Background: an optimization exercise with open tools, aiming at small area and a short achievable clock period. Do not read the settings as production practice. In this exercise RTL edits were held to simulation tests only and were not proved equivalent to the original. No activity file was given, so power comes from the tool's default toggle rates.

<file path="design.v">
package FPU_pkg;
    parameter F_LENGHT=16;
    parameter F_SIGN=1;
    parameter F_MANT=7;
    parameter F_EXP= 8;
    parameter F_EXP_BIAS=(2 ** (F_EXP-1))-1;
    parameter EXP_MAX= (2**F_EXP)-1;
    parameter INF_E_F			=	15'b111111110000000;  
	parameter SNAN_E_F			=	15'b111111110111111;  
	parameter QNAN_E_F			=	15'b111111111000000;  
	parameter ZERO_E_F			=	15'b000000000000000;  
endpackage 
import FPU_pkg::*;
module lampFPU_FMA( clk,rst,
sign_op1_i,mant_op1_i,exp_op1_i,isZ_op1_i,isInf_op1_i, isSNAN_op1_i, isQNAN_op1_i,
sign_op2_i,mant_op2_i,exp_op2_i,isZ_op2_i,isInf_op2_i, isSNAN_op2_i, isQNAN_op2_i,
sign_op3_i,mant_op3_i,exp_op3_i,isInf_op3_i, isSNAN_op3_i, isQNAN_op3_i,
doFMU_i,is_mult_sub_i,is_add_sub_i,  
res_sign_o,res_mant_o, res_exp_o,
is_Overflow_o,is_Underflow_o,is_to_round_o,valid_o
);
input clk,rst;
input [F_SIGN-1:0]          sign_op1_i;
input [(F_MANT-1)+1:0]      mant_op1_i;  
input [(F_EXP-1)+1:0]       exp_op1_i;
input                       isZ_op1_i;
input						isInf_op1_i;
input						isSNAN_op1_i;
input						isQNAN_op1_i;
input [F_SIGN-1:0]          sign_op2_i;
input [(F_MANT-1)+1:0]      mant_op2_i;  
input [(F_EXP-1)+1:0]       exp_op2_i;
input                       isZ_op2_i;
input						isInf_op2_i;
input						isSNAN_op2_i;
input						isQNAN_op2_i;
input [F_SIGN-1:0]          sign_op3_i;
input [(F_MANT-1)+1:0]      mant_op3_i;  
input [(F_EXP+1)-1:0]       exp_op3_i;
input						isInf_op3_i;
input						isSNAN_op3_i;
input						isQNAN_op3_i;
input                       doFMU_i;
input                       is_mult_sub_i;
input                       is_add_sub_i;
output logic [F_SIGN-1:0]          res_sign_o;
output logic [5+(F_MANT-1):0]      res_mant_o;  
output logic [F_EXP-1:0]           res_exp_o;
output logic                       is_Overflow_o;
output logic                       is_Underflow_o;
output logic                       is_to_round_o;
output logic                       valid_o;
	function automatic logic[3:0] FUNC_calcInfNanRes (
				input isMultSub_i, input isOpSub_i,
				input isZero_op1_i, isInf_op1_i,  input isSNan_op1_i, input isQNan_op1_i,
				input isZero_op2_i, isInf_op2_i,  input isSNan_op2_i, input isQNan_op2_i,
				input sign_mult_i,input sign_op3_i,
				input isInf_op3_i, input isSNan_op3_i, input isQNan_op3_i
			);
		logic realMult_sign,realOp3_sign;
		logic isNan_op1;
		logic isNan_op2;
		logic isNan_op3;
		logic isValidRes, isInfRes, isNanRes, signRes;
		isNan_op1 = isSNan_op1_i || isQNan_op1_i;
		isNan_op2 = isSNan_op2_i || isQNan_op2_i;
		isNan_op3 = isSNan_op3_i || isQNan_op3_i;
		isNanRes = 0; isInfRes = 0; signRes = 0;
		realMult_sign   = sign_mult_i ^ isMultSub_i;
		realOp3_sign 	= sign_op3_i ^ isOpSub_i;
		isValidRes 		= (isZero_op1_i|| isZero_op2_i ||isInf_op1_i || isInf_op2_i ||isInf_op3_i|| isNan_op1 || isNan_op2||isNan_op3) ? 1 : 0;
		if (isNan_op1)
		begin  
			isInfRes = 0; isNanRes = 1; signRes = sign_mult_i;
		end
		else if (isNan_op2)
		begin
			isInfRes = 0; isNanRes = 1; signRes = sign_mult_i;
		end
		else if (isNan_op3)
		begin
			isInfRes = 0; isNanRes = 1; signRes = sign_op3_i;
		end
		else  
		begin
			case({isZero_op1_i,isZero_op2_i,isInf_op1_i,isInf_op2_i,realMult_sign,realOp3_sign,isInf_op3_i})
			     7'b00_00_00_0:begin isNanRes = 0; isInfRes = 0; signRes = 0;   end
			     7'b00_00_00_1:begin isNanRes = 0; isInfRes = 1; signRes = 0;   end
			     7'b00_00_01_0:begin isNanRes = 0; isInfRes = 0; signRes = 0;   end
			     7'b00_00_01_1:begin isNanRes = 0; isInfRes = 1; signRes = 1;   end
			     7'b00_00_10_0:begin isNanRes = 0; isInfRes = 0; signRes = 0;   end
			     7'b00_00_10_1:begin isNanRes = 0; isInfRes = 1; signRes = 1;   end
			     7'b00_00_11_0:begin isNanRes = 0; isInfRes = 0; signRes = 0;   end
			     7'b00_00_11_1:begin isNanRes = 0; isInfRes = 1; signRes = 0;   end
			     7'b00_01_00_0:begin isNanRes = 0; isInfRes = 1; signRes = 0;   end
			     7'b00_01_00_1:begin isNanRes = 0; isInfRes = 1; signRes = 0;   end
			     7'b00_01_01_0:begin isNanRes = 0; isInfRes = 1; signRes = 0;   end
			     7'b00_01_01_1:begin isNanRes = 1; isInfRes = 0; signRes = 1;   end
			     7'b00_01_10_0:begin isNanRes = 0; isInfRes = 1; signRes = 1;   end
			     7'b00_01_10_1:begin isNanRes = 1; isInfRes = 0; signRes = 1;   end
			     7'b00_01_11_0:begin isNanRes = 0; isInfRes = 1; signRes = 1;   end
			     7'b00_01_11_1:begin isNanRes = 0; isInfRes = 1; signRes = 1;   end
			     7'b00_10_00_0:begin isNanRes = 0; isInfRes = 1; signRes = 0;   end
			     7'b00_10_00_1:begin isNanRes = 0; isInfRes = 1; signRes = 0;   end
			     7'b00_10_01_0:begin isNanRes = 0; isInfRes = 1; signRes = 0;   end
			     7'b00_10_01_1:begin isNanRes = 1; isInfRes = 0; signRes = 1;   end
				 7'b00_10_10_0:begin isNanRes = 0; isInfRes = 1; signRes = 1;   end
			     7'b00_10_10_1:begin isNanRes = 1; isInfRes = 0; signRes = 1;   end
			     7'b00_10_11_0:begin isNanRes = 0; isInfRes = 1; signRes = 1;   end
			     7'b00_10_11_1:begin isNanRes = 0; isInfRes = 1; signRes = 1;   end
			     7'b00_11_00_0:begin isNanRes = 0; isInfRes = 1; signRes = 0;   end
			     7'b00_11_00_1:begin isNanRes = 0; isInfRes = 1; signRes = 0;   end
			     7'b00_11_01_0:begin isNanRes = 0; isInfRes = 1; signRes = 0;   end			     
			     7'b00_11_01_1:begin isNanRes = 1; isInfRes = 0; signRes = 1;   end
			     7'b00_11_10_0:begin isNanRes = 0; isInfRes = 1; signRes = 1;   end
			     7'b00_11_10_1:begin isNanRes = 1; isInfRes = 0; signRes = 1;   end
			     7'b00_11_11_0:begin isNanRes = 0; isInfRes = 1; signRes = 1;   end
			     7'b00_11_11_1:begin isNanRes = 0; isInfRes = 1; signRes = 1;   end
			     7'b01_00_00_0:begin isNanRes = 0; isInfRes = 0; signRes = 0;   end
			     7'b01_00_00_1:begin isNanRes = 0; isInfRes = 1; signRes = 0;   end
			     7'b01_00_01_0:begin isNanRes = 0; isInfRes = 0; signRes = 1;   end
			     7'b01_00_01_1:begin isNanRes = 0; isInfRes = 1; signRes = 1;   end
			     7'b01_00_10_0:begin isNanRes = 0; isInfRes = 0; signRes = 0;   end
			     7'b01_00_10_1:begin isNanRes = 0; isInfRes = 1; signRes = 0;   end
			     7'b01_00_11_0:begin isNanRes = 0; isInfRes = 0; signRes = 1;   end
			     7'b01_00_11_1:begin isNanRes = 0; isInfRes = 1; signRes = 1;   end
			     7'b01_01_00_0:begin isNanRes = 1; isInfRes = 0; signRes = 0;   end
			     7'b01_01_00_1:begin isNanRes = 1; isInfRes = 0; signRes = 0;   end
			     7'b01_01_01_0:begin isNanRes = 1; isInfRes = 0; signRes = 1;   end
			     7'b01_01_01_1:begin isNanRes = 0; isInfRes = 0; signRes = 1;   end
			     7'b01_01_10_0:begin isNanRes = 1; isInfRes = 0; signRes = 1;   end
			     7'b01_01_10_1:begin isNanRes = 1; isInfRes = 0; signRes = 0;   end
			     7'b01_01_11_1:begin isNanRes = 1; isInfRes = 0; signRes = 1;   end
			     7'b01_10_00_0:begin isNanRes = 1; isInfRes = 0; signRes = 0;   end
			     7'b01_10_00_1:begin isNanRes = 1; isInfRes = 0; signRes = 0;   end
			     7'b01_10_01_0:begin isNanRes = 1; isInfRes = 0; signRes = 1;   end
			     7'b01_10_01_1:begin isNanRes = 1; isInfRes = 0; signRes = 1;   end
			     7'b01_10_10_0:begin isNanRes = 1; isInfRes = 0; signRes = 1;   end
			     7'b01_10_10_1:begin isNanRes = 1; isInfRes = 0; signRes = 1;   end
			     7'b01_10_11_0:begin isNanRes = 1; isInfRes = 0; signRes = 1;   end
			     7'b01_10_11_1:begin isNanRes = 1; isInfRes = 0; signRes = 1;   end
			     7'b01_11_00_0:begin isNanRes = 1; isInfRes = 0; signRes = 0;   end
			     7'b01_11_00_1:begin isNanRes = 1; isInfRes = 0; signRes = 0;   end
			     7'b01_11_01_0:begin isNanRes = 1; isInfRes = 0; signRes = 1;   end
			     7'b01_11_01_1:begin isNanRes = 1; isInfRes = 0; signRes = 1;   end
			     7'b01_11_10_0:begin isNanRes = 1; isInfRes = 0; signRes = 1;   end
			     7'b01_11_10_1:begin isNanRes = 1; isInfRes = 0; signRes = 1;   end
			     7'b01_11_11_1:begin isNanRes = 1; isInfRes = 0; signRes = 1;   end
			     7'b10_00_00_0:begin isNanRes = 0; isInfRes = 0; signRes = 0;   end
			     7'b10_00_00_1:begin isNanRes = 0; isInfRes = 1; signRes = 0;   end
			     7'b10_00_01_0:begin isNanRes = 0; isInfRes = 0; signRes = 1;   end
			     7'b10_00_01_1:begin isNanRes = 0; isInfRes = 1; signRes = 1;   end
			     7'b10_00_10_0:begin isNanRes = 0; isInfRes = 0; signRes = 0;   end
			     7'b10_00_10_1:begin isNanRes = 0; isInfRes = 1; signRes = 0;   end
			     7'b10_00_11_0:begin isNanRes = 0; isInfRes = 0; signRes = 1;   end
			     7'b10_00_11_1:begin isNanRes = 0; isInfRes = 1; signRes = 1;   end
			     7'b10_01_00_0:begin isNanRes = 1; isInfRes = 0; signRes = 0;   end
			     7'b10_01_00_1:begin isNanRes = 1; isInfRes = 0; signRes = 0;   end
			     7'b10_01_01_0:begin isNanRes = 1; isInfRes = 0; signRes = 1;   end
			     7'b10_01_01_1:begin isNanRes = 1; isInfRes = 0; signRes = 1;   end
			     7'b10_01_10_0:begin isNanRes = 1; isInfRes = 0; signRes = 1;   end
			     7'b10_01_10_1:begin isNanRes = 1; isInfRes = 0; signRes = 1;   end
			     7'b10_01_11_0:begin isNanRes = 1; isInfRes = 0; signRes = 1;   end
			     7'b10_01_11_1:begin isNanRes = 1; isInfRes = 0; signRes = 1;   end
			     7'b10_10_00_0:begin isNanRes = 1; isInfRes = 0; signRes = 0;   end
			     7'b10_10_00_1:begin isNanRes = 1; isInfRes = 0; signRes = 0;   end
			     7'b10_10_01_0:begin isNanRes = 1; isInfRes = 0; signRes = 1;   end
			     7'b10_10_01_1:begin isNanRes = 1; isInfRes = 0; signRes = 1;   end
			     7'b10_10_10_0:begin isNanRes = 1; isInfRes = 0; signRes = 1;   end
			     7'b10_10_10_1:begin isNanRes = 1; isInfRes = 0; signRes = 1;   end
			     7'b10_10_11_0:begin isNanRes = 1; isInfRes = 0; signRes = 1;   end
			     7'b10_10_11_1:begin isNanRes = 1; isInfRes = 0; signRes = 1;   end
			     7'b10_11_00_0:begin isNanRes = 1; isInfRes = 0; signRes = 0;   end
			     7'b10_11_00_1:begin isNanRes = 1; isInfRes = 0; signRes = 0;   end
			     7'b10_11_01_0:begin isNanRes = 1; isInfRes = 0; signRes = 1;   end
			     7'b10_11_01_1:begin isNanRes = 1; isInfRes = 0; signRes = 1;   end
			     7'b10_11_10_0:begin isNanRes = 1; isInfRes = 0; signRes = 1;   end
			     7'b10_11_10_1:begin isNanRes = 1; isInfRes = 0; signRes = 1;   end
			     7'b10_11_11_0:begin isNanRes = 1; isInfRes = 0; signRes = 1;   end
			     7'b10_11_11_1:begin isNanRes = 1; isInfRes = 0; signRes = 1;   end
			     7'b11_00_00_0:begin isNanRes = 0; isInfRes = 0; signRes = 0;   end
			     7'b11_00_00_1:begin isNanRes = 0; isInfRes = 1; signRes = 0;   end
			     7'b11_00_01_0:begin isNanRes = 0; isInfRes = 0; signRes = 1;   end
			     7'b11_00_01_1:begin isNanRes = 0; isInfRes = 1; signRes = 1;   end
			     7'b11_00_10_0:begin isNanRes = 0; isInfRes = 0; signRes = 0;   end
			     7'b11_00_10_1:begin isNanRes = 0; isInfRes = 1; signRes = 0;   end
			     7'b11_00_11_0:begin isNanRes = 0; isInfRes = 0; signRes = 1;   end
			     7'b11_00_11_1:begin isNanRes = 0; isInfRes = 1; signRes = 1;   end
			     7'b11_01_00_0:begin isNanRes = 1; isInfRes = 0; signRes = 0;   end
			     7'b11_01_00_1:begin isNanRes = 1; isInfRes = 0; signRes = 0;   end
			     7'b11_01_01_0:begin isNanRes = 1; isInfRes = 0; signRes = 1;   end
			     7'b11_01_01_1:begin isNanRes = 1; isInfRes = 0; signRes = 1;   end
			     7'b11_01_10_0:begin isNanRes = 1; isInfRes = 0; signRes = 1;   end
			     7'b11_01_10_1:begin isNanRes = 1; isInfRes = 0; signRes = 1;   end
			     7'b11_01_11_0:begin isNanRes = 1; isInfRes = 0; signRes = 1;   end
			     7'b11_01_11_1:begin isNanRes = 1; isInfRes = 0; signRes = 1;   end
			     7'b11_10_00_0:begin isNanRes = 1; isInfRes = 0; signRes = 0;   end
			     7'b11_10_00_1:begin isNanRes = 1; isInfRes = 0; signRes = 0;   end
			     7'b11_10_01_0:begin isNanRes = 1; isInfRes = 0; signRes = 1;   end
			     7'b11_10_01_1:begin isNanRes = 1; isInfRes = 0; signRes = 1;   end
			     7'b11_10_10_0:begin isNanRes = 1; isInfRes = 0; signRes = 1;   end
			     7'b11_10_10_1:begin isNanRes = 1; isInfRes = 0; signRes = 1;   end
			     7'b11_10_11_1:begin isNanRes = 1; isInfRes = 0; signRes = 1;   end
			     7'b11_11_00_0:begin isNanRes = 1; isInfRes = 0; signRes = 0;   end
			     7'b11_11_00_1:begin isNanRes = 1; isInfRes = 0; signRes = 0;   end
			     7'b11_11_01_0:begin isNanRes = 1; isInfRes = 0; signRes = 1;   end
			     7'b11_11_01_1:begin isNanRes = 1; isInfRes = 0; signRes = 1;   end
			     7'b11_11_10_0:begin isNanRes = 1; isInfRes = 0; signRes = 1;   end
			     7'b11_11_10_1:begin isNanRes = 1; isInfRes = 0; signRes = 1;   end
			     7'b11_11_11_0:begin isNanRes = 1; isInfRes = 0; signRes = 1;   end
			     7'b11_11_11_1:begin isNanRes = 1; isInfRes = 0; signRes = 1;   end
			endcase
		end
		FUNC_calcInfNanRes = {isValidRes, isInfRes, isNanRes, signRes};
	endfunction    
logic [15:0] prod;
logic [8:0]  exp_prod;
logic [10:0] align;              
logic        op3_only;           
logic        mult_sign, do_sub;
logic [23:0] op3_al;
logic [8:0]  exp_pre;
logic [8:0]  exp9_prod, exp9_op3;
logic        chk_valid, chk_inf, chk_nan, chk_sign, chk_spec;
logic [15:0] prod_r;             
logic [23:0] op3_r;              
logic        sub_r;              
logic        exp_gt_r;           
logic        exp_eq_r;           
logic [8:0]  exp9_r;             
logic        sign_gt_r, sign_le_r;   
logic        force_ff_r, nan_r, ovf_r, noround_r, valid_r;
always_comb begin
    mult_sign = sign_op1_i ^ sign_op2_i;
    prod      = mant_op1_i * mant_op2_i;
    exp_prod  = exp_op1_i + exp_op2_i - 9'd127;
    align     = {2'b0, exp_prod} - {2'b0, exp_op3_i} + 11'd9;
    op3_only  = align[10];
    if (op3_only)
        op3_al = {9'b0, mant_op3_i, 7'b0};
    else if (align > 11'd23)
        op3_al = '0;
    else
        op3_al = {mant_op3_i, 16'b0} >> align[4:0];
    do_sub    = sign_op1_i ^ sign_op2_i ^ sign_op3_i ^ is_mult_sub_i ^ is_add_sub_i;
    exp_pre   = op3_only ? exp_op3_i : exp_prod;
    exp9_prod = {1'b0, exp_prod[7:0]} + 9'd9;
    exp9_op3  = {1'b0, exp_op3_i[7:0]} + 9'd9;
    {chk_valid, chk_inf, chk_nan, chk_sign} = FUNC_calcInfNanRes(
        is_mult_sub_i, is_add_sub_i,
        isZ_op1_i, isInf_op1_i, isSNAN_op1_i, isQNAN_op1_i,
        isZ_op2_i, isInf_op2_i, isSNAN_op2_i, isQNAN_op2_i,
        mult_sign, sign_op3_i,
        isInf_op3_i, isSNAN_op3_i, isQNAN_op3_i);
    chk_spec  = chk_inf | chk_nan;
end
always_ff @(posedge clk) begin
    if (rst) begin
        prod_r     <= '0;
        op3_r      <= '0;
        sub_r      <= 1'b0;
        exp_gt_r   <= 1'b0;
        exp_eq_r   <= 1'b0;
        exp9_r     <= '0;
        sign_gt_r  <= 1'b0;
        sign_le_r  <= 1'b0;
        force_ff_r <= 1'b0;
        nan_r      <= 1'b0;
        ovf_r      <= 1'b0;
        noround_r  <= 1'b0;
        valid_r    <= 1'b0;
    end else begin
        prod_r     <= op3_only ? 16'b0 : prod;
        op3_r      <= op3_al ^ {24{do_sub & ~op3_only}};
        sub_r      <= do_sub & ~op3_only;
        exp_gt_r   <= ~align[10] & (align > 11'd9);
        exp_eq_r   <= align == 11'd9;
        exp9_r     <= (op3_only ? exp9_op3 : exp9_prod) ^ 9'd9;
        sign_gt_r  <= chk_spec ? chk_sign : (mult_sign ^ is_mult_sub_i);
        sign_le_r  <= chk_spec ? chk_sign : (sign_op3_i ^ is_add_sub_i);
        force_ff_r <= chk_spec | exp_pre[8];
        nan_r      <= chk_nan & ~chk_inf;
        ovf_r      <= ~chk_spec & exp_pre[8];
        noround_r  <= chk_spec | chk_valid;
        valid_r    <= doFMU_i;
    end
end
logic        mult_gt;
logic [24:0] add_a, add_b, add_p, add_g, grp_g, grp_p, carry, sum;
logic [31:0] n0, n1, n2, n3, n4, n5;
logic [4:0]  lz;
logic        sum_zero;
logic [8:0]  exp9;
logic [7:0]  exp_z;
logic [9:0]  exp_adj;            
logic        unf;
logic [11:0] mant_n;
logic [7:0]  exp_n;
always_comb begin
    mult_gt = exp_gt_r | (exp_eq_r & (prod_r[14:7] > (op3_r[14:7] ^ {8{sub_r}})));
    add_a = {9'b0, prod_r};
    add_b = {sub_r, op3_r};
    add_p = add_a ^ add_b;
    add_g = add_a & add_b;
    grp_g = add_g;
    grp_p = add_p;
    for (int l = 0; l < 5; l++)
        for (int i = 0; i < 25; i++)
            if ((i >> l) & 1) begin
                grp_g[i] = grp_g[i] | (grp_p[i] & grp_g[((i >> l) << l) - 1]);
                grp_p[i] = grp_p[i] & grp_p[((i >> l) << l) - 1];
            end
    carry[0] = sub_r & mult_gt;
    for (int i = 1; i < 25; i++)
        carry[i] = grp_g[i-1] | (sub_r & mult_gt & grp_p[i-1]);
    sum = add_p ^ carry ^ {sub_r & mult_gt, {24{sub_r & ~mult_gt}}};
    n0 = {sum[23:0], 8'b0};
    lz[4] = ~|n0[31:16]; n1 = lz[4] ? {n0[15:0], 16'b0} : n0;
    lz[3] = ~|n1[31:24]; n2 = lz[3] ? {n1[23:0], 8'b0}  : n1;
    lz[2] = ~|n2[31:28]; n3 = lz[2] ? {n2[27:0], 4'b0}  : n2;
    lz[1] = ~|n3[31:30]; n4 = lz[1] ? {n3[29:0], 2'b0}  : n3;
    lz[0] = ~n4[31];     n5 = lz[0] ? {n4[30:0], 1'b0}  : n4;
    sum_zero = ~|sum[23:0];
    exp9     = exp9_r ^ 9'd9;
    exp_z    = exp9[7:0] - 8'd9;
    exp_adj  = {1'b0, exp9} - {5'b0, lz};
    unf      = ~sum_zero & exp_adj[9];
    mant_n   = {sum[24] & (lz == 5'd0), n5[31:22], |n5[21:17]};
    exp_n    = sum_zero ? exp_z : (unf ? 8'b0 : exp_adj[7:0]);
end
always_ff @(posedge clk) begin
    if (rst) begin
        res_sign_o     <= 1'b0;
        res_mant_o     <= '0;
        res_exp_o      <= '0;
        is_Overflow_o  <= 1'b0;
        is_Underflow_o <= 1'b0;
        is_to_round_o  <= 1'b0;
        valid_o        <= 1'b0;
    end else begin
        res_sign_o     <= mult_gt ? sign_gt_r : sign_le_r;
        res_mant_o     <= force_ff_r ? {nan_r, 11'b0} : mant_n;
        res_exp_o      <= force_ff_r ? 8'hff : exp_n;
        is_Overflow_o  <= ovf_r;
        is_Underflow_o <= ~force_ff_r & unf;
        is_to_round_o  <= ~noround_r;
        valid_o        <= valid_r;
    end
end
endmodule
</file>
<file path="flow/run.sh">
#!/bin/bash
# Standard layout, except that the port buffers are buf_1 cells instead of
# the delay-cell buffers buffer_ports picks by default. Every port still gets a buffer.
set -euo pipefail
bash standard.sh BUFFER_PORTS_ARGS="-buffer_cell sky130_fd_sc_hd__buf_1" finish > standard_make.log 2>&1
</file>
<file path="standard.sh">
#!/bin/bash
# synth_recipe.tcl (not shown) runs the flow's synth.tcl, then flattens the netlist and writes it again
# the make line also repeats each setting of config.mk as NAME=value (left out here)
make -C /OpenROAD-flow-scripts/flow DESIGN_CONFIG=/design/flow/config.mk WORK_HOME=/design/flow/orfs CLKGATE_MAP_FILE= SYNTH_SCRIPT=/design/flow/synth_recipe.tcl "${@:-finish}"
</file>
<file path="config.mk">
export PLATFORM = sky130hd
export DESIGN_NAME = lampFPU_FMA
export DESIGN_NICKNAME = lampFPU_FMA
export VERILOG_FILES = /design/flow/design.v
export SDC_FILE = /design/flow/constraint.sdc
export NUM_CORES = 4
export LEC_CHECK = 0
export ABC_AREA = 1
export CAP_MARGIN = 20
export CORE_MARGIN = 2
export CORE_UTILIZATION = 40
export SETUP_SLACK_MARGIN = 5
export SLEW_MARGIN = 20
</file>
<file path="constraint.sdc">
create_clock -name core_clock -period 10.0 [get_ports {clk}]
set_input_delay 2.0000 -clock core_clock [delete_from_list [all_inputs] [get_ports {clk}]]
set_output_delay 2.0000 -clock core_clock [all_outputs]
set_load 0.01 [all_outputs]
</file>
==> impl_metrics.tcl, run 1 <==
set metrics [dict create \
    gp_congestion 0.884 \
    arrival_ns 6.11 \
    hold_violations 0 \
    antenna_found_initial 0 \
    cts_tree "built" \
    ys_warn_count 1 \
    fin_setup_tns_ns 0 \
    syn_to_final_growth_pct 52.3 \
    drt_iter0_markers 670 \
    root_buffer "clkbuf_16" \
    syn_area_um2 10100 \
    synth.distinct_cells 49 \
    crit_path_end_kind "flip-flop" \
    row_count 58 \
    outcome "no timing/DRC/antenna violations" \
    grt_pass1_wl_um 51700 \
    critical_path_class "in -> reg" \
    maxCapViolCount 0 \
    rsz0062_at_grt "yes" \
    syn_area_per_cell_um2 6.19 \
    cts_buffers 9 \
    syn_nets 1837 \
    holdCritPathClass "reg -> reg" \
    drt_first_pass_iters 6 \
    clkTransAtPathRegs_ns 0.06 \
    maxSlewHeadroom_pct 16.3 \
    worst_pin_slew_ns 1.25 \
    finalPower_mw 5.04 \
    initial_core_util_pct 40.4 \
    hold_buffers 0 \
    n_antenna_cell 0 \
    die_area_um2 26500 \
    max-vdd-ir-drop_mv 0.205 \
    route.detailed.drc 0 \
    clock_skew_ns 0.00702 \
    place_area_um2 11100 \
    leakagePower_nw 7.88 \
    clock-sinks 84 \
    htreeDepth 3 \
    io_pins 95 \
    hpwl_um 20700 \
    overflow 0 \
    via_count 11700 \
    ant_nets 0 \
    layout_common_cells "nand2_1 (359), inv_1 (257), buf_6 (120)" \
    critical_path.max_fanout 5 \
    fmax_mhz 172 \
    ys_ff_latch 84 \
    clk_latency_ns 0.35 \
    core-area_um2 25000 \
    fin_crit_ns 5.81 \
    via_per_inst 5.14 \
    drive_gt1_share_pct 33.3 \
    grt_max_degree 33 \
    drt-total-wl_um 34300 \
    wl_per_cell_um 15.1 \
    drv_slew 0 \
    final_common_cell "nand2_1" \
    clockBufferDepth 2 \
    finalCritPeriodShare_pct 58.1 \
    portBuffers 94 \
    synth_cells 1630 \
    cp.required_ns 10.30 \
    design_area_um2 15400 \
    synth-seq-area-share_pct 16.7 \
    power.density_nw_per_um2 328 \
    die_h_um 163 \
    setup_viol 0 \
    fin_nets 2144 \
    track_usage_pct 23.9 \
    die_x_um 163 \
    first_global_vias 10900 \
    startpoint_type "input pin" \
]
==> cells in the mapped netlist, drive strengths merged <==
library cell	count	area share, %
xor2	34	3.0
or4	2	0.15
nor3b	1	0.074
a221o	1	0.099
a211oi	2	0.15
o211ai	2	0.15
dfxtp	84	17
a221oi	1	0.087
nand2	475	18
a2111oi	1	0.087
and2	1	0.062
clkbuf	35	1.3
o31ai	7	0.52
o21a	1	0.074
nor3	22	1.1
inv	305	11
mux2i	2	0.20
clkinv	6	0.22
a22oi	1	0.074
a21boi	2	0.15
fa	40	7.9
a31oi	5	0.31
or2	9	0.56
o2111ai	1	0.087
nand3b	5	0.37
nand4	18	1.1
o21ai	116	5.8
a21oi	59	2.9
xnor2	24	2.1
nand3	92	4.8
buf	16	0.99
nor2	146	6.1
ha	97	12
a21o	4	0.30
o21bai	10	0.74
nor4	3	0.19
==> metrics by stage <==
step / hold slack (ns) / std cells / setup slack, ns / utilization (%)
6_report: 0.378 / 2271 / 4.19 / 61.6
5_1_grt: 0.386 / 2271 / 3.98 / 61.6
4_1_cts: 0.383 / 2220 / 4.34 / 57.0
3_5_place_dp: 0.378 / 2005 / 3.38 / 44.4
3_3_place_gp: 0.373 / 2005 / 3.45 / 44.4
2_1_floorplan: 0.363 / 1630 / 4.25 / -
==> registers in the layout (all words and copies together), names as in the netlist, 8 cells and up <==
name	count
prod_r	16
res_exp_o	8
res_mant_o	12
op3_r	24
exp9_r	9
==> worst paths after layout <==
kind | from | slack [ns] | depth (start not counted) | endpoint
setup / recovery | exp_op2_i[1] | 4.19 | 26 | op3_r[8]
hold reg to reg | noround_r | 0.38 | 1 | is_to_round_o
hold / removal | noround_r | 0.38 | 1 | is_to_round_o
setup reg to reg | sub_r | 4.37 | 44 | res_exp_o[3]
==> critical path: stages <==
cell and delay (ns):
buf_6 0.09, ha_4 0.26, ha_4 0.12, inv_2 0.04, fa_2 0.40, xnor2_4 0.26, ha_4 0.26, a21oi_2 0.15
o21ai_2 0.09, a21oi_2 0.16, o21bai_2 0.10, nand2_1 0.08, nand2_1 0.06, a21oi_2 0.12, xor2_1 0.11, nor2_2 0.18
nand4_1 0.20, buf_4 0.20, a21o_1 0.17, nor2_4 0.15, nand2_2 0.09, buf_4 0.14, buf_6 0.11, nor4_1 0.30
o21ai_1 0.17, inv_1 0.10
==> cell families after synthesis <==
family	Yosys count	synth area share [%]
compound gates	213	11.5
xor+xnor	58	5.03
fa+ha+maj	137	20.0
buf+inv	362	13.9
flops	84	16.7
mux	2	0.198
simple gates	774	32.8
==> routing by layer <==
layer,track usage [%],up-vias,routed length (um)
li1,-,5703,-
met1,29.2,5407,13800
met2,42.4,431,17300
met3,3.06,128,1790
met4,9.57,0,1400
met5,0,-,0
==> repair_timing <==
| item | CTS | global route |
|---|---|---|
| pin swaps | 150 | 154 |
| endpoints found under the setup margin | 73 | 73 |
| resized for setup | 339 | 190 |
| cloned | 9 | 1 |
| hold endpoints to repair | 0 | 0 |
| buffers inserted | 191 | 50 |
==> area by class of cell <==
class / instances / area [um2]
Fill cell: 2155 / 9600
Multi-Input combinational cell: 1191 / 8780
Timing Repair Buffer: 339 / 2940
Sequential cell: 84 / 1690
Inverter: 311 / 1220
Tap cell: 330 / 413
Clock buffer: 11 / 243
Clock inverter: 4 / 73.8
Timing Repair inverter: 1 / 8.76
==> report_power, final <==
| group | switching, mW | internal, mW |
|---|---|---|
| Combinational | 2.30 | 1.88 |
| Clock | 0.142 | 0.224 |
| Sequential | 0.0674 | 0.424 |
| Total | 2.51 | 2.53 |
==> run 2, diff against run 1 <==
--- a/config.mk
+++ b/config.mk
@@ -10,4 +10,4 @@
 export CORE_MARGIN = 2
 export CORE_UTILIZATION = 40
-export SETUP_SLACK_MARGIN = 5
+export SETUP_SLACK_MARGIN = 4
 export SLEW_MARGIN = 20
==> run 2 against run 1 <==
  * Combinational power decreased by 41%
  * Wire length decreased by 28%
  * Core utilization decreased by 14 points
==> impl_metrics.tcl, run 2 <==
set metrics [dict create \
    startpoint_type "input pin" \
    setup_viol 0 \
    final_common_cell "nand2_1" \
    reg_top3 "op3_r: 24 flops, prod_r: 16 flops, res_mant_o: 12 flops" \
    crit_path_end_kind "flip-flop" \
    syn_nets 1837 \
    core-area_um2 25000 \
    ys_async_sr_fraction_pct 0 \
    yosys-top-cells-area "nand2_1 (17%), dfxtp_1 (17%), ha_1 (12%)" \
    postLayoutCoreUtil_pct 47.3 \
    first_global_vias 9088 \
    rsz0062_at_grt "yes" \
    hold_violations 0 \
    largest_reg_flops 24 \
    synth.distinct_cells 49 \
    clockBufferDepth 2 \
    multiInputGateArea_um2 7500 \
    via_count 9956 \
    grt_use_met2_pct 31.1 \
    ys.flop_type "dfxtp_1" \
    max-vdd-ir-drop_mv 0.132 \
    power.density_nw_per_um2 279 \
    clk_latency_ns 0.34 \
    die_h_um 163 \
    critical_path.max_fanout 15 \
    grt_max_degree 34 \
    design_area_um2 11800 \
    fmax_mhz 173 \
    place_area_um2 10700 \
    drv_slew 0 \
    portBuffers 94 \
    cts_buffers 9 \
    top_register "op3_r" \
    overflow 0 \
    maxSlewHeadroom_pct 45.0 \
    clock_skew_ns 0.00703 \
    syn_area_per_cell_um2 6.19 \
    synth_top_area_cell "nand2_1" \
    met1_usage_pct 26.5 \
    drive_gt1_share_pct 12.2 \
    n_antenna_cell 0 \
    die_x_um 163 \
    finalPower_mw 3.29 \
    ys_warn_count 1 \
    hpwl_um 19500 \
    drt-total-wl_um 24800 \
    track_usage_pct 18.8 \
    fin_crit_ns 5.78 \
    syn_area_um2 10100 \
    grt_use_met3_pct 2.24 \
    syn_to_final_growth_pct 17.0 \
    setup_ws_ns 4.22 \
    register_area_um2 1690 \
    fin_setup_tns_ns 0 \
    grt_pass1_wl_um 41700 \
    fin_nets 1932 \
    die_area_um2 26500 \
    htreeDepth 3 \
    layout_common_cells "nand2_1 (428), inv_1 (291), nor2_1 (126)" \
    io_pins 95 \
    via_per_inst 4.84 \
    leakagePower_nw 6.27 \
    grt.busiest_layer "met2" \
    critical_path_class "in -> reg" \
    dp_worst_setup_slack_ns 2.81 \
    row_count 58 \
    synth_top_area_share_pct 17.0 \
    cts_tree "built" \
    outcome "no timing/DRC/antenna violations" \
    ys_ff_latch 84 \
    root_buffer "clkbuf_16" \
    synth-seq-area-share_pct 16.7 \
    wl_per_cell_um 12.1 \
    yosys-top-cells-count "nand2_1 (458), inv_1 (300), nor2_1 (136), o21ai_0 (111), ha_1 (97)" \
    ant_nets 0 \
    worst_pin_slew_ns 0.822 \
    fillers 2622 \
    initial_core_util_pct 40.4 \
    synth_cells 1630 \
    finalCritPeriodShare_pct 57.8 \
    route.detailed.drc 0 \
    clkTransAtPathRegs_ns 0.06 \
    arrival_ns 5.99 \
    drt_first_pass_iters 5 \
    clock-sinks 84 \
    antenna_found_initial 0 \
    synth_most_common_cell "nand2_1" \
    cp.required_ns 10.21 \
    maxCapViolCount 0 \
    gp_congestion 0.905 \
    holdCritPathClass "reg -> reg" \
    drt_iter0_markers 647 \
    synth_edf_count 0 \
]
-- run 2: cell counts after synthesis --
Identical to the previous run, type by type.
-- run 2: per-stage QoR --
step | hold slack, ns | instances
after floorplan | 0.363 | 1630
after global placement | 0.375 | 2006
after detailed placement | 0.383 | 2006
after CTS | 0.397 | 2037
after global routing | 0.413 | 2059
final | 0.390 | 2059
-- run 2: final timing paths --
| path | startpoint | endpoint | slack [ns] | cells past startpoint |
|---|---|---|---|---|
| worst max-delay path | exp_op1_i[1] | op3_r[4] | 4.22 | 22 |
| worst max register to register | sub_r | res_exp_o[5] | 4.31 | 41 |
| worst min-delay path | noround_r | is_to_round_o | 0.39 | 1 |
| worst min register to register | noround_r | is_to_round_o | 0.39 | 1 |
-- run 2: cell families (layout without fill, tap and decap cells) --
kind of cell,Yosys count,in the layout,synth area share (%)
buffers and inverters,362,457,13.9
adder cells (fa/ha/maj),137,137,20.0
XOR/XNOR,58,58,5.03
multiplexers,2,2,0.198
AND/OR/NAND/NOR,774,778,32.8
AO/OA/AOI/OAI,213,213,11.5
flip-flops,84,84,16.7
-- run 2: power by group --
group          internal, mW  switching, mW
Clock                 0.192          0.134
Combinational         0.915           1.57
Sequential            0.424         0.0543
Total                  1.53           1.76
-- run 2: layout make-up --
type                       count  share of cell area [%]
clock buffer                   9                    1.91
clock inverter                 6                   0.551
inverter                     311                    10.0
multi-input combinational   1188                    63.5
sequential                    84                    14.3
tap                          330                    3.50
timing repair buffer         130                    6.18
timing repair inverter         1                  0.0636
-- run 2: critical path: stages --
cell        delay (ns)
buf_1             0.07
ha_1              0.28
ha_2              0.17
inv_1             0.05
fa_2              0.52
inv_1             0.07
ha_4              0.24
a21oi_2           0.16
o31ai_2           0.10
or2_2             0.28
nand2_1           0.10
inv_1             0.06
or2_2             0.29
nand2_2           0.26
clkinvlp_4        0.15
buf_4             0.19
nor2_1            0.12
inv_2             0.10
o21ai_0           0.34
nand2_1           0.12
xor2_1            0.25
nor2_1            0.09
-- run 2: timing repair --
item,4_1_cts,5_1_grt
pin swaps,8,38
buffers inserted,12,20
hold buffers,0,0
cloned,4,2
gates resized for setup,30,159
endpoints found under the setup margin,47,58
-- run 2: routing by layer --
metal  vias up  share of wire, %
met5         -                 0
li1       5253                 -
met1      4496                49
met3        18               3.7
met2       189                47
met4         0               1.0
==> run 3, diff against run 2 <==
--- a/config.mk
+++ b/config.mk
@@ -12,2 +12,3 @@
 export SETUP_SLACK_MARGIN = 4
 export SLEW_MARGIN = 20
+export TNS_END_PERCENT = 10
==> run 3 against run 2 <==
  * Setup slack got worse by 0.0088 ns
  * Combinational power hardly changed
  * Sequential share of layout area is 0.088 points higher
  * Wire length about the same
  * Via count is 0.33% higher
  * Synthesized cell count unchanged
  * Sequential power about the same
  * Global-route usage hardly changed
  * Non-clock buffer count stayed put
  * Cell area shrank 0.61%
  * Critical path type unchanged
  * Largest cell class unchanged
  * Largest power group unchanged
==> impl_metrics.tcl, run 3 <==
set metrics [dict create \
    cts_tree "built" \
    fmax_mhz 173 \
    ys.flop_type "dfxtp_1" \
    max-vdd-ir-drop_mv 0.132 \
    synth.distinct_cells 49 \
    fin_nets 1932 \
    track_usage_pct 18.8 \
    drt_iter0_markers 615 \
    cp_num_buf_inv 7 \
    ys_warn_count 1 \
    finalNonFillerCells 2059 \
    core-area_um2 25000 \
    antenna_found_initial 0 \
    ys_ff_latch 84 \
    finalCritPeriodShare_pct 57.9 \
    critical_path.max_fanout 15 \
    hold_violations 0 \
    syn_nets 1837 \
    cts_buffers 9 \
    drt-total-wl_um 24800 \
    first_global_vias 9087 \
    syn_area_um2 10100 \
    crit_chain "buf_1 -> ha_1 -> ha_1 -> inv_1 -> fa_2 -> inv_1 -> ha_4 -> a21oi_2 -> o31ai_1 -> or2_2 -> nand2_1 -> inv_1 -> or2_2 -> nand2_2 -> clkinvlp_4 -> buf_4 -> nor2_1 -> inv_2 -> o21ai_0 -> nand2_1 -> xor2_1 -> nor2_1" \
    via_per_inst 4.85 \
    io_pins 95 \
    initial_core_util_pct 40.4 \
    drt_first_pass_iters 5 \
    clkTransAtPathRegs_ns 0.06 \
    critical_path_class "in -> reg" \
    maxCapViolCount 0 \
    drive_gt1_share_pct 11.3 \
    slowest_stage "fa_2" \
    startpoint_type "input pin" \
    grt_max_degree 34 \
    finalPower_mw 3.27 \
    layout_common_cells "nand2_1 (430), inv_1 (296), nor2_1 (127)" \
    cp_slowest_stage_delay_ns 0.43 \
    top_register "op3_r" \
    synth_most_common_cell "nand2_1" \
    row_count 58 \
    maxSlewHeadroom_pct 42.8 \
    arrival_ns 5.98 \
    n_antenna_cell 0 \
    leakagePower_nw 6.27 \
    place_inst 2006 \
    power.density_nw_per_um2 279 \
    clock_skew_ns 0.00822 \
    yosys-top-cells-count "nand2_1 (458), inv_1 (300), nor2_1 (136), o21ai_0 (111), ha_1 (97)" \
    synth_top_area_cell "nand2_1" \
    fillers 2626 \
    synth_cells 1630 \
    outcome "no timing/DRC/antenna violations" \
    die_h_um 163 \
    crit_top_cell "inv_1" \
    clock-sinks 84 \
    synth_edf_count 0 \
    largest_reg_flops 24 \
    route.detailed.drc 0 \
    ant_nets 0 \
    setup_viol 0 \
    holdCritPathClass "reg -> reg" \
    synth_top_area_share_pct 17.0 \
    clk_latency_ns 0.35 \
    crit_path_end_kind "flip-flop" \
    grt_pass1_wl_um 41700 \
    die_area_um2 26500 \
    overflow 0 \
    rsz0062_at_grt "yes" \
    crit_family "simple AND/OR/NAND/NOR gates" \
    fin_setup_tns_ns 0 \
    worst_pin_slew_ns 0.856 \
    htreeDepth 3 \
    ys_async_sr_fraction_pct 0 \
    wl_per_cell_um 12.1 \
    final_common_cell "nand2_1" \
    syn_to_final_growth_pct 16.3 \
    hpwl_um 19500 \
    portBuffers 94 \
    die_x_um 163 \
    fin_crit_ns 5.79 \
    clockBufferDepth 2 \
    via_count 9989 \
    cp.required_ns 10.19 \
    root_buffer "clkbuf_16" \
    reg_top3 "op3_r: 24 flops, prod_r: 16 flops, res_mant_o: 12 flops" \
    gp_congestion 0.905 \
    synth-seq-area-share_pct 16.7 \
    drv_slew 0 \
    syn_area_per_cell_um2 6.19 \
    yosys-top-cells-area "nand2_1 (17%), dfxtp_1 (17%), ha_1 (12%)" \
]
-- run 3: final timing paths --
path,slack (ns),from,cells after the start,endpoint
setup / recovery,4.21,exp_op1_i[1],22,op3_r[4]
hold / removal,0.39,noround_r,1,is_to_round_o
setup reg to reg,4.32,sub_r,41,res_exp_o[5]
hold reg to reg,0.39,noround_r,1,is_to_round_o
-- run 3: area by class of cell --
type	instances	area, um2	share of cell area (%)
Multi-Input combinational cell	1188	7460	63.5
Sequential cell	84	1690	14.4
Inverter	311	1190	10.1
Timing Repair Buffer	130	698	5.95
Tap cell	330	413	3.52
Clock buffer	9	225	1.92
Clock inverter	6	65.1	0.554
Timing Repair inverter	1	7.51	0.0639
-- run 3: cell families (layout without fill, tap and decap cells) --
logic type	count (synthesis)	in the layout	share of synthesized area, %
AOI/OAI and AO/OA	213	213	11.5
xor gates and xnor gates	58	58	5.03
adders and majority gates	137	137	20.0
buffers and inverters	362	457	13.9
DFF	84	84	16.7
muxes	2	2	0.198
and+or+nand+nor	774	778	32.8
-- run 3: where the power goes --
group	total [mW]	internal, mW	switching [mW]	leakage [nW]
Sequential	0.479	0.424	0.0544	0.693
Clock	0.327	0.192	0.135	0.142
Combinational	2.47	0.904	1.56	5.43
Total	3.27	1.52	1.75	6.27
-- run 3: timing repair --
item / in CTS / in global routing
setup endpoints to repair: 47 / 59
pin swaps: 8 / 28
buffers inserted: 12 / 20
cloned: 4 / 2
resized for setup: 26 / 128
hold buffers: 0 / 0
-- run 3: per-stage QoR --
step | setup WS (ns) | instance area, um2 | hold slack, ns | util, %
floorplan | 4.01 | 10100 | 0.363 | -
detailed placement | 2.81 | 10700 | 0.383 | 42.7
finish | 4.21 | 11700 | 0.392 | 47.0
global placement | 3.01 | 10700 | 0.375 | 42.7
global route | 3.88 | 11700 | 0.413 | 47.0
CTS | 3.95 | 11200 | 0.397 | 44.7
-- run 3: routing by layer --
layer	wire length (um)	track usage (%)
met5	0	0
met4	264	3.38
met3	988	2.24
met2	11500	31.1
met1	12100	26.5
==> run 4, diff against run 3 <==
--- a/config.mk
+++ b/config.mk
@@ -10,4 +10,5 @@
 export CORE_MARGIN = 2
 export CORE_UTILIZATION = 40
+export PLACE_DENSITY = 0.8
 export SETUP_SLACK_MARGIN = 4
 export SLEW_MARGIN = 20
==> run 4 against run 3 <==
  * Critical endpoint is now res_exp_o[2]
  * Flip-flop and latch count stayed put
  * Critical path type is now reg -> reg
  * Combinational power is 14% higher
  * Cell area up 3.9%
==> impl_metrics.tcl, run 4 <==
set metrics [dict create \
    wl_per_cell_um 13.0 \
    root_buffer "clkbuf_16" \
    drt-total-wl_um 27200 \
    clockBufferDepth 2 \
    ys_ff_latch 84 \
    synth_top_area_cell "nand2_1" \
    maxCapViolCount 0 \
    n_antenna_cell 0 \
    clkTransAtPathRegs_ns 0.06 \
    yosys-top-cells-count "nand2_1 (458), inv_1 (300), nor2_1 (136), o21ai_0 (111), ha_1 (97)" \
    power.density_nw_per_um2 297 \
    crit_start "sub_r" \
    die_h_um 163 \
    track_usage_pct 18.8 \
    register_area_um2 1690 \
    largest_reg_flops 24 \
    arrival_ns 6.15 \
    grt_pass1_wl_um 42100 \
    leakagePower_nw 6.47 \
    route.detailed.drc 0 \
    comb_power_share_pct 77.5 \
    r2r-start "sub_r" \
    critical_path_class "reg -> reg" \
    die_area_um2 26500 \
    fin_crit_ns 5.91 \
    crit_path_end_kind "flip-flop" \
    reg_top3 "op3_r: 24 flops, prod_r: 16 flops, res_mant_o: 12 flops" \
    htreeDepth 3 \
    cp_num_buf_inv 7 \
    syn_nets 1837 \
    top_register "op3_r" \
    maxSlewHeadroom_pct 43.5 \
    synth_top_area_share_pct 17.0 \
    fmax_mhz 169 \
    min_from "noround_r" \
    synth_edf_count 0 \
    clkPwrFrac_pct 9.2 \
    place_area_um2 10600 \
    design_area_um2 12200 \
    antenna_found_initial 0 \
    yosys-top-cells-area "nand2_1 (17%), dfxtp_1 (17%), ha_1 (12%)" \
    critical_path.max_fanout 12 \
    holdCritPathClass "reg -> reg" \
    ys_warn_count 1 \
    cts_buffers 9 \
    syn_area_per_cell_um2 6.19 \
    ant_nets 0 \
    die_x_um 163 \
    swShare_pct 52.9 \
    synth-seq-area-share_pct 16.7 \
    synth.distinct_cells 49 \
    grt_max_degree 34 \
    whs_ns 0.376 \
    gp_congestion 0.963 \
    via_count 10700 \
    clk_latency_ns 0.36 \
    drt_first_pass_iters 7 \
    overflow 0 \
    outcome "no timing/DRC/antenna violations" \
    syn_area_um2 10100 \
    layout_common_cells "nand2_1 (425), inv_1 (291), nor2_1 (126)" \
    cp.required_ns 10.24 \
    fillers 2365 \
    hold_violations 0 \
    postLayoutCoreUtil_pct 48.9 \
    slowest_stage "dfxtp_4" \
    first_global_vias 9554 \
    worst_pin_slew_ns 0.844 \
    ys.flop_type "dfxtp_1" \
    multiInputGateArea_um2 7610 \
    io_pins 95 \
    clock-sinks 84 \
    rsz0062_at_grt "yes" \
    drt_iter0_markers 1035 \
    synth_most_common_cell "nand2_1" \
    finalCritPeriodShare_pct 59.1 \
    max-vdd-ir-drop_mv 0.164 \
    place_inst 2005 \
    pwr-share-seq_pct 13.3 \
    clock_skew_ns 0.00796 \
    drive_gt1_share_pct 14.7 \
    cts_tree "built" \
    startpoint_type "flip-flop" \
    syn_to_final_growth_pct 20.9 \
    core-area_um2 25000 \
    row_count 58 \
    fin_setup_tns_ns 0 \
    drv_slew 0 \
    setup_viol 0 \
    p_int_mw 1.71 \
    hpwl_um 19200 \
    initial_core_util_pct 40.4 \
    crit_top_cell "nand2_1" \
    final_common_cell "nand2_1" \
    cp_slowest_stage_delay_ns 0.37 \
    finalNonFillerCells 2096 \
    synth_cells 1630 \
    fin_nets 1968 \
    hold_buffers 0 \
    portBuffers 94 \
    crit_family "simple AND/OR/NAND/NOR gates" \
    p_switching_mw 1.92 \
    ys_async_sr_fraction_pct 0 \
    via_per_inst 5.13 \
]
run 4: cell counts after synthesis:
Identical to the previous run, type by type.
run 4: stage by stage:
stage | setup slack, ns | total power [mW]
2_1_floorplan | 4.01 | 2.20
3_3_place_gp | 3.00 | 2.53
4_1_cts | 3.96 | 3.01
5_1_grt | 3.74 | 3.98
6_report | 4.09 | 3.63
3_5_place_dp | 2.74 | 2.59
run 4: cell type report:
cell class                 instances  share of cell area, %
timing repair inverter             1                 0.0615
multi-input combinational       1189                   62.4
tap                              330                   3.38
clock buffer                       9                   1.85
sequential                        84                   13.8
inverter                         311                   9.74
timing repair buffer             165                   8.17
clock inverter                     7                  0.605
run 4: worst reg2reg max path, delay by kind of cell, from the launching register on:
family                     cells  cell delay, ns
adders and majority gates      2            0.61
AOI/OAI and AO/OA              5            0.80
DFF                            1            0.37
xor gates and xnor gates       1            0.14
and+or+nand+nor               28            3.00
buffers and inverters          7            0.83
run 4: worst paths after layout:
check / end / slack [ns] / cells after the start
min reg2reg: is_to_round_o / 0.38 / 1
min: is_to_round_o / 0.38 / 1
max: res_exp_o[2] / 4.09 / 43
max reg2reg: res_exp_o[2] / 4.09 / 43
run 4: what timing repair did:
action | in CTS | in global routing
gates cloned | 2 | 5
setup buffers | 10 | 58
resized for setup | 28 | 183
pin swaps | 6 | 73
endpoints found under the hold margin | 0 | 0
setup endpoints to repair | 50 | 55
run 4: power groups by stage:
stage	sequential (mW)	clock [mW]	combinational, mW
2_1_floorplan	0.483	0	1.72
3_3_place_gp	0.485	0	2.05
3_5_place_dp	0.485	0	2.11
4_1_cts	0.479	0.336	2.19
5_1_grt	0.490	0.351	3.13
6_report	0.482	0.332	2.81
run 4: cells by family (layout without fill, tap and decap cells):
kind of cell / Yosys count / count (layout) / synth area share (%)
buffers and inverters: 362 / 493 / 13.9
AND/OR/NAND/NOR: 774 / 779 / 32.8
AO/OA/AOI/OAI: 213 / 213 / 11.5
flip-flops: 84 / 84 / 16.7
XOR/XNOR: 58 / 58 / 5.03
multiplexers: 2 / 2 / 0.198
adder cells (fa/ha/maj): 137 / 137 / 20.0
run 4: layer usage:
metal / up-vias / wire length [um] / global-route usage [%]
met1: 4944 / 11400 / 24.2
met4: 0 / 711 / 5.31
li1: 5333 / - / -
met5: - / 0 / 0
met3: 77 / 1580 / 2.14
met2: 392 / 13500 / 33.2
==> run 5, diff against run 4 <==
--- a/config.mk
+++ b/config.mk
@@ -10,6 +10,5 @@
 export CORE_MARGIN = 2
 export CORE_UTILIZATION = 40
-export PLACE_DENSITY = 0.8
-export SETUP_SLACK_MARGIN = 4
+export SETUP_SLACK_MARGIN = 4.3
 export SLEW_MARGIN = 20
 export TNS_END_PERCENT = 10
==> run 5 against run 4 <==
  * Critical path type is now in -> reg
  * Clock power shrank 5%
  * Flip-flop and latch count is the same
  * Critical endpoint is now exp9_r[6]
  * Clock skew shrank 0.0011 ns
  * Critical path depth shrank 15
==> impl_metrics.tcl, run 5 <==
set metrics [dict create \
    track_usage_pct 19.4 \
    cp.required_ns 10.28 \
    arrival_ns 5.98 \
    drv_slew 0 \
    via_count 10200 \
    cts_tree "built" \
    first_global_vias 9313 \
    outcome "no timing/DRC/antenna violations" \
    die_h_um 163 \
    crit_family "adder cells" \
    n_antenna_cell 0 \
    drt_first_pass_iters 5 \
    syn_area_um2 10100 \
    io_pins 95 \
    cp_slowest_stage_delay_ns 0.36 \
    fmax_mhz 175 \
    synth_edf_count 0 \
    maxSlewHeadroom_pct 41.3 \
    setup_viol 0 \
    synth-seq-area-share_pct 16.7 \
    synth_top_area_cell "nand2_1" \
    syn_to_final_growth_pct 21.9 \
    layout_common_cells "nand2_1 (420), inv_1 (285), nor2_1 (126)" \
    slowest_stage "fa_2" \
    synth_most_common_cell "nand2_1" \
    htreeDepth 3 \
    die_area_um2 26500 \
    critical_path.max_fanout 5 \
    drt-total-wl_um 26100 \
    fin_nets 1975 \
    rsz0062_at_grt "yes" \
    drive_gt1_share_pct 16.4 \
    clockBufferDepth 2 \
    reg_top3 "op3_r: 24 flops, prod_r: 16 flops, res_mant_o: 12 flops" \
    yosys-top-cells-count "nand2_1 (458), inv_1 (300), nor2_1 (136), o21ai_0 (111), ha_1 (97)" \
    crit_top_cell "a21oi_2" \
    row_count 58 \
    power.density_nw_per_um2 288 \
    wl_per_cell_um 12.4 \
    syn_nets 1837 \
    synth_top_area_share_pct 17.0 \
    cp_num_buf_inv 3 \
    overflow 0 \
    critical_path_class "in -> reg" \
    fin_crit_ns 5.70 \
    synth.distinct_cells 49 \
    finalCritPeriodShare_pct 57.0 \
    syn_area_per_cell_um2 6.19 \
    top_register "op3_r" \
    ys.flop_type "dfxtp_1" \
    crit_path_end_kind "flip-flop" \
    clock_skew_ns 0.00687 \
    ys_async_sr_fraction_pct 0 \
    holdCritPathClass "reg -> reg" \
    initial_core_util_pct 40.4 \
    leakagePower_nw 6.47 \
    grt_max_degree 32 \
    via_per_inst 4.87 \
    clkTransAtPathRegs_ns 0.06 \
    hpwl_um 20100 \
    final_common_cell "nand2_1" \
    max-vdd-ir-drop_mv 0.177 \
    gp_congestion 0.927 \
    antenna_found_initial 0 \
    fin_setup_tns_ns 0 \
    portBuffers 94 \
    ys_ff_latch 84 \
    hold_buffers 0 \
    maxCapViolCount 0 \
    route.detailed.drc 0 \
    synth_cells 1630 \
    ys_warn_count 1 \
    grt_pass1_wl_um 42900 \
    core-area_um2 25000 \
    largest_reg_flops 24 \
    hold_violations 0 \
    clock-sinks 84 \
    root_buffer "clkbuf_16" \
    startpoint_type "input pin" \
    die_x_um 163 \
    clk_latency_ns 0.35 \
    ant_nets 0 \
    finalNonFillerCells 2103 \
    cts_buffers 9 \
    worst_pin_slew_ns 0.879 \
    drt_iter0_markers 463 \
    yosys-top-cells-area "nand2_1 (17%), dfxtp_1 (17%), ha_1 (12%)" \
    place_inst 2005 \
]
run 5: timing repair:
item / 4_1_cts / 5_1_grt
setup endpoints to repair: 60 / 60
resized for setup: 72 / 147
gates cloned: 4 / 4
pin swaps: 18 / 85
setup buffers: 22 / 52
run 5: cell type report:
class	count	area, um2
repair inverters	1	7.51
well taps	330	413
clock inverters	6	46.3
inverters	311	1200
flip-flops and latches	84	1690
repair buffers	170	960
clock buffers	10	239
fillers	2606	12700
multi-input cells	1191	7750
run 5: power breakdown:
part / total (mW) / leakage, nW / internal (mW) / switching (mW)
Combinational: 2.75 / 5.64 / 1.06 / 1.68
Sequential: 0.484 / 0.693 / 0.424 / 0.0603
Clock: 0.316 / 0.135 / 0.176 / 0.139
Total: 3.55 / 6.47 / 1.66 / 1.88
run 5: layer usage:
metal	share of wire [%]	global-route usage (%)	up-vias
met1	48	26.6	4687
met3	3.0	2.01	43
met4	2.0	5.07	0
li1	-	-	5351
met2	47	32.6	161
met5	0	0	-
run 5: path summary, 6_finish.rpt:
check                             startpoint            end  slack [ns]  cells past startpoint
worst max register to register         sub_r   res_exp_o[6]        4.49                     41
worst min register to register     noround_r  is_to_round_o        0.40                      1
worst min-delay path               noround_r  is_to_round_o        0.40                      1
worst max-delay path            exp_op1_i[1]      exp9_r[6]        4.30                     28
run 5: stage by stage:
stage	util, %	total power, mW	instance area (um2)	worst slack [ns]	hold slack [ns]
final	49.3	3.55	12300	4.30	0.403
after detailed placement	42.8	2.63	10700	2.79	0.377
after CTS	45.7	3.09	11400	4.22	0.403
after floorplan	-	2.22	10200	4.25	0.363
after global placement	42.8	2.62	10700	2.80	0.372
after global routing	49.3	3.93	12300	4.00	0.419
run 5: cell families (layout without fill, tap and decap cells):
family / Yosys count / in the layout / synth area share, %
multiplexers: 2 / 2 / 0.198
AO/OA/AOI/OAI: 213 / 213 / 11.5
flip-flops: 84 / 84 / 16.7
buffers and inverters: 362 / 498 / 13.9
adder cells (fa/ha/maj): 137 / 137 / 20.0
AND/OR/NAND/NOR: 774 / 781 / 32.8
XOR/XNOR: 58 / 58 / 5.03
==> run 6, diff against run 5 <==
--- a/config.mk
+++ b/config.mk
@@ -10,5 +10,6 @@
 export CORE_MARGIN = 2
 export CORE_UTILIZATION = 40
-export SETUP_SLACK_MARGIN = 4.3
+export CTS_BUF_LIST = sky130_fd_sc_hd__clkbuf_8
+export SETUP_SLACK_MARGIN = 4
 export SLEW_MARGIN = 20
 export TNS_END_PERCENT = 10
==> run 6 against run 5 <==
  * Non-clock buffer count decreased by 36
  * Critical path depth decreased by 4
  * Still clean on timing, DRC and antenna
  * Highest routed layer unchanged
  * Fmax decreased by 0.81%
  * Worst hold slack got worse by 0.0077 ns
  * Wire length decreased by 3.8%
  * Register-to-register slack got worse by 0.20 ns
  * Final cell count decreased by 1.9%
  * First-iteration DRC count increased by 14%
  * Largest cell class unchanged
  * Setup slack got worse by 0.046 ns
  * Critical path type unchanged
  * Cell area decreased by 5.1%
==> impl_metrics.tcl, run 6 <==
set metrics [dict create \
    clock-sinks 84 \
    hpwl_um 19500 \
    reg_top3 "op3_r: 24 flops, prod_r: 16 flops, res_mant_o: 12 flops" \
    largest_reg_flops 24 \
    n_antenna_cell 0 \
    syn_area_um2 10100 \
    yosys-top-cells-count "nand2_1 (458), inv_1 (300), nor2_1 (136), o21ai_0 (111), ha_1 (97)" \
    finalNonFillerCells 2064 \
    htreeDepth 3 \
    via_count 9998 \
    initial_core_util_pct 40.4 \
    grt.busiest_layer "met2" \
    cts_buffers 9 \
    fin_setup_tns_ns 0 \
    grt_pass1_wl_um 41800 \
    whs_ns 0.395 \
    critical_path.max_fanout 8 \
    setup_ws_ns 4.25 \
    first_global_vias 9133 \
    postLayoutCoreUtil_pct 46.8 \
    synth_most_common_cell "nand2_1" \
    setup_viol 0 \
    layout_common_cells "nand2_1 (429), inv_1 (295), nor2_1 (125)" \
    power.density_nw_per_um2 277 \
    worst_pin_slew_ns 0.837 \
    via_per_inst 4.84 \
    drt-total-wl_um 25100 \
    drt_first_pass_iters 5 \
    crit_chain "buf_2 -> nand2_1 -> fa_1 -> fa_1 -> inv_1 -> fa_1 -> fa_1 -> ha_1 -> nand2_1 -> inv_1 -> o21ai_1 -> nand2_1 -> nand2_1 -> inv_1 -> nor2_1 -> nor2_1 -> nor2_2 -> o21ai_1 -> nand2_1 -> inv_1 -> o21ai_1 -> nand2_1 -> o21bai_1 -> a21oi_1" \
    rsz0062_at_grt "yes" \
    root_buffer "clkbuf_8" \
    syn_to_final_growth_pct 15.7 \
    ant_nets 0 \
    clkTransAtPathRegs_ns 0.08 \
    yosys-top-cells-area "nand2_1 (17%), dfxtp_1 (17%), ha_1 (12%)" \
    arrival_ns 6.01 \
    outcome "no timing/DRC/antenna violations" \
    fmax_mhz 174 \
    io_pins 95 \
    ys_ff_latch 84 \
    row_count 58 \
    max-vdd-ir-drop_mv 0.134 \
    die_x_um 163 \
    wl_per_cell_um 12.2 \
    met1_usage_pct 26.5 \
    overflow 0 \
    syn_nets 1837 \
    maxSlewHeadroom_pct 44.0 \
    crit_top_cell "nand2_1" \
    core-area_um2 25000 \
    leakagePower_nw 6.23 \
    synth_top_area_share_pct 17.0 \
    antenna_found_initial 0 \
    route.detailed.drc 0 \
    startpoint_type "input pin" \
    holdCritPathClass "reg -> reg" \
    clockBufferDepth 2 \
    ys_warn_count 1 \
    synth-seq-area-share_pct 16.7 \
    clock_skew_ns 0.00648 \
    slowest_stage "fa_1" \
    fin_crit_ns 5.75 \
    track_usage_pct 18.8 \
    place_inst 2006 \
    grt_max_degree 34 \
    clk_latency_ns 0.37 \
    hold_violations 0 \
    ys.flop_type "dfxtp_1" \
    maxCapViolCount 0 \
    synth_cells 1630 \
    portBuffers 94 \
    gp_congestion 0.905 \
    fin_nets 1937 \
    grt_use_met3_pct 2.06 \
    dp_worst_setup_slack_ns 2.81 \
    cp_slowest_stage_delay_ns 0.55 \
    drt_iter0_markers 529 \
    cp.required_ns 10.27 \
    final_common_cell "nand2_1" \
    synth_edf_count 0 \
    cts_tree "built" \
    synth.distinct_cells 49 \
    synth_top_area_cell "nand2_1" \
    drive_gt1_share_pct 11.9 \
    ys_async_sr_fraction_pct 0 \
    grt_use_met2_pct 31.3 \
    crit_path_end_kind "flip-flop" \
    top_register "op3_r" \
    syn_area_per_cell_um2 6.19 \
    finalCritPeriodShare_pct 57.5 \
    critical_path_class "in -> reg" \
    die_area_um2 26500 \
    die_h_um 163 \
    drv_slew 0 \
]
run 6: where the power goes:
group | internal [mW] | leakage (nW) | switching, mW | total [mW]
Combinational | 0.934 | 5.44 | 1.58 | 2.52
Clock | 0.114 | 0.0955 | 0.124 | 0.239
Sequential | 0.424 | 0.693 | 0.0545 | 0.478
Total | 1.47 | 6.23 | 1.76 | 3.23
run 6: through the flow:
stage                     total power, mW  area, um2
after global routing                 3.62      11700
final                                3.23      11700
after CTS                            2.94      11100
after detailed placement             2.60      10700
after global placement               2.58      10700
after floorplan                      2.20      10100
run 6: final cells by class:
class | instances | area (um2)
inverters | 311 | 1190
repair inverters | 1 | 7.51
repair buffers | 134 | 721
clock buffers | 9 | 124
flip-flops and latches | 84 | 1690
well taps | 330 | 413
multi-input cells | 1189 | 7480
fillers | 2645 | 13300
clock inverters | 6 | 65.1
run 6: worst max-delay path, delay by kind of cell:
family	cells	cell delay, ns
adders and majority gates	5	2.39
and+or+nand+nor	9	0.74
AOI/OAI and AO/OA	5	0.50
buffers and inverters	5	0.39
run 6: logic make-up (layout without fill, tap and decap cells):
| group | after synthesis | count (layout) | synth area share [%] |
|---|---|---|---|
| simple gates | 774 | 779 | 32.8 |
| buf+inv | 362 | 461 | 13.9 |
| compound gates | 213 | 213 | 11.5 |
| fa+ha+maj | 137 | 137 | 20.0 |
| flops | 84 | 84 | 16.7 |
| xor+xnor | 58 | 58 | 5.03 |
| mux | 2 | 2 | 0.198 |
run 6: per-layer routing:
metal  vias up  wire (um)
li1       5264          -
met1      4500      12200
met2       207      11700
met3        27        912
met4         0        359
met5         -          0
run 6: path summary, 6_finish.rpt:
check / from / endpoint / slack [ns] / cells after the start
min reg2reg: noround_r / is_to_round_o / 0.40 / 1
max: mant_op1_i[0] / prod_r[15] / 4.25 / 24
max reg2reg: sub_r / res_exp_o[2] / 4.29 / 41
min: noround_r / is_to_round_o / 0.40 / 1
run 6: repair_timing:
| item | CTS | global route |
|---|---|---|
| gates resized for setup | 24 | 130 |
| endpoints found under the setup margin | 43 | 59 |
| gates cloned | 4 | 3 |
| hold endpoints to repair | 0 | 0 |
| pin swaps | 7 | 41 |
| buffers inserted | 12 | 24 |
| hold buffers | 0 | 0 |
==> run 7, diff against run 6 <==
--- a/config.mk
+++ b/config.mk
@@ -11,4 +11,5 @@
 export CORE_UTILIZATION = 40
 export CTS_BUF_LIST = sky130_fd_sc_hd__clkbuf_8
+export PLACE_DENSITY = 0.5
 export SETUP_SLACK_MARGIN = 4
 export SLEW_MARGIN = 20
==> run 7 against run 6 <==
  * Synthesized cell count unchanged
  * Wire length increased by 7.4%
  * Still clean
  * Fmax decreased by 1.8%
  * Critical path depth increased by 4
  * Clock skew increased by 0.0052 ns
  * Sequential share of layout area decreased by 0.095 points
  * Highest routed layer unchanged
  * Via count decreased by 0.87%
  * Clock power increased by 3%
  * Final cell count increased by 0.58%
  * Area after synthesis unchanged
==> impl_metrics.tcl, run 7 <==
set metrics [dict create \
    grt_pass1_wl_um 44900 \
    crit_family "adder cells" \
    via_per_inst 4.77 \
    grt_max_degree 32 \
    critical_path_class "in -> reg" \
    syn_area_per_cell_um2 6.19 \
    die_h_um 163 \
    clkTransAtPathRegs_ns 0.09 \
    pwr-share-seq_pct 14.9 \
    n_antenna_cell 0 \
    rsz0062_at_grt "yes" \
    finalCritPeriodShare_pct 58.5 \
    row_count 58 \
    gp_congestion 0.879 \
    synth_top_area_cell "nand2_1" \
    max-vdd-ir-drop_mv 0.175 \
    hpwl_um 21400 \
    core-area_um2 25000 \
    ys_ff_latch 84 \
    ys_async_sr_fraction_pct 0 \
    place_inst 2005 \
    track_usage_pct 20.6 \
    fin_setup_tns_ns 0 \
    worst_pin_slew_ns 0.982 \
    final_common_cell "nand2_1" \
    syn_to_final_growth_pct 16.5 \
    route.detailed.drc 0 \
    wl_per_cell_um 13.0 \
    arrival_ns 6.13 \
    die_x_um 163 \
    clockBufferDepth 2 \
    cp_num_buf_inv 6 \
    synth_most_common_cell "nand2_1" \
    ys.flop_type "dfxtp_1" \
    syn_area_um2 10100 \
    r2r_cells 44 \
    cp_slowest_stage_delay_ns 0.39 \
    root_buffer "clkbuf_8" \
    power.density_nw_per_um2 277 \
    holdCritPathClass "reg -> reg" \
    min_from "noround_r" \
    first_global_vias 9268 \
    syn_nets 1837 \
    die_area_um2 26500 \
    timing.rr.end "res_exp_o[7]" \
    outcome "no timing/DRC/antenna violations" \
    synth_cells 1630 \
    fin_nets 1948 \
    yosys-top-cells-area "nand2_1 (17%), dfxtp_1 (17%), ha_1 (12%)" \
    drv_slew 0 \
    fmax_mhz 171 \
    yosys-top-cells-count "nand2_1 (458), inv_1 (300), nor2_1 (136), o21ai_0 (111), ha_1 (97)" \
    reg_top3 "op3_r: 24 flops, prod_r: 16 flops, res_mant_o: 12 flops" \
    drt_first_pass_iters 6 \
    cp.required_ns 10.27 \
    cts_tree "built" \
    min_delay_path_depth 1 \
    portBuffers 94 \
    comb_power_share_pct 77.5 \
    r2r-start "sub_r" \
    maxCapViolCount 0 \
    antenna_found_initial 0 \
    hold_violations 0 \
    setup_viol 0 \
    drt_iter0_markers 576 \
    p_switching_mw 1.79 \
    register_area_um2 1690 \
    io_pins 95 \
    synth_top_area_share_pct 17.0 \
    cts_buffers 9 \
    largest_reg_flops 24 \
]
[run 7: power by group through the flow]
stage,Sequential [mW],Clock [mW],Combinational (mW)
2_1_floorplan,0.483,0,1.72
3_3_place_gp,0.493,0,2.17
3_5_place_dp,0.493,0,2.16
4_1_cts,0.486,0.255,2.26
5_1_grt,0.496,0.269,2.89
6_report,0.486,0.247,2.53
[run 7: timing repair]
| action | CTS | global route |
|---|---|---|
| buffers inserted | 13 | 36 |
| setup endpoints to repair | 59 | 60 |
| hold buffers | 0 | 0 |
| resized for setup | 31 | 119 |
| endpoints found under the hold margin | 0 | 0 |
| gates cloned | 2 | 4 |
| pin swaps | 4 | 28 |
[run 7: stage by stage]
stage	setup WS [ns]	area, um2	util, %
after floorplan	4.01	10100	-
after global placement	2.45	10600	42.6
after detailed placement	2.48	10600	42.6
after CTS	3.96	11100	44.3
after global routing	3.81	11800	47.1
final	4.15	11800	47.1
[run 7: area by class of cell]
class	count	area share, %
multi-input cells	1188	63.5
flip-flops and latches	84	14.3
inverters	311	10.2
repair buffers	146	6.85
well taps	330	3.51
clock buffers	9	1.05
clock inverters	7	0.585
repair inverters	1	0.0638
[run 7: logic make-up after synthesis]
kind of cell | share of synthesized area, %
mux | 0.198
flops | 16.7
buf+inv | 13.9
xor+xnor | 5.03
compound gates | 11.5
simple gates | 32.8
fa+ha+maj | 20.0
[run 7: metal layers]
metal | vias up | global-route usage [%] | part of all wire (%)
met5 | - | 0 | 0
met4 | 0 | 4.38 | 1.1
met3 | 23 | 2.62 | 3.6
met2 | 157 | 32.9 | 44
met1 | 4438 | 29.8 | 52
li1 | 5293 | - | -
[run 7: worst max path at each step]
stage | start | to | cells past startpoint
2_1_floorplan | mant_op2_i[6] | prod_r[15] | 24
3_3_place_gp | exp_op1_i[1] | op3_r[10] | 24
3_5_place_dp | exp_op1_i[1] | op3_r[10] | 24
4_1_cts | mant_op1_i[0] | prod_r[15] | 24
5_1_grt | exp_op1_i[0] | op3_r[9] | 30
6_report | exp_op1_i[1] | op3_r[9] | 28
[run 7: worst register-to-register path: cells and delay by family (launching register included)]
kind                     cells  cell delay, ns
AND/OR/NAND/NOR             26            2.59
AO/OA/AOI/OAI                5            0.49
flip-flops                   1            0.40
XOR/XNOR                     3            0.51
adder cells (fa/ha/maj)      3            0.88
buffers and inverters        7            0.67

Setup slack of run 7, layout unchanged: 4.147 ns with ideal ports, 4.165 ns with driving cells assumed (clock clkbuf_16, inputs buf_2), 3.754 ns with port delays also shifted by the 0.411 ns mid clock arrival.
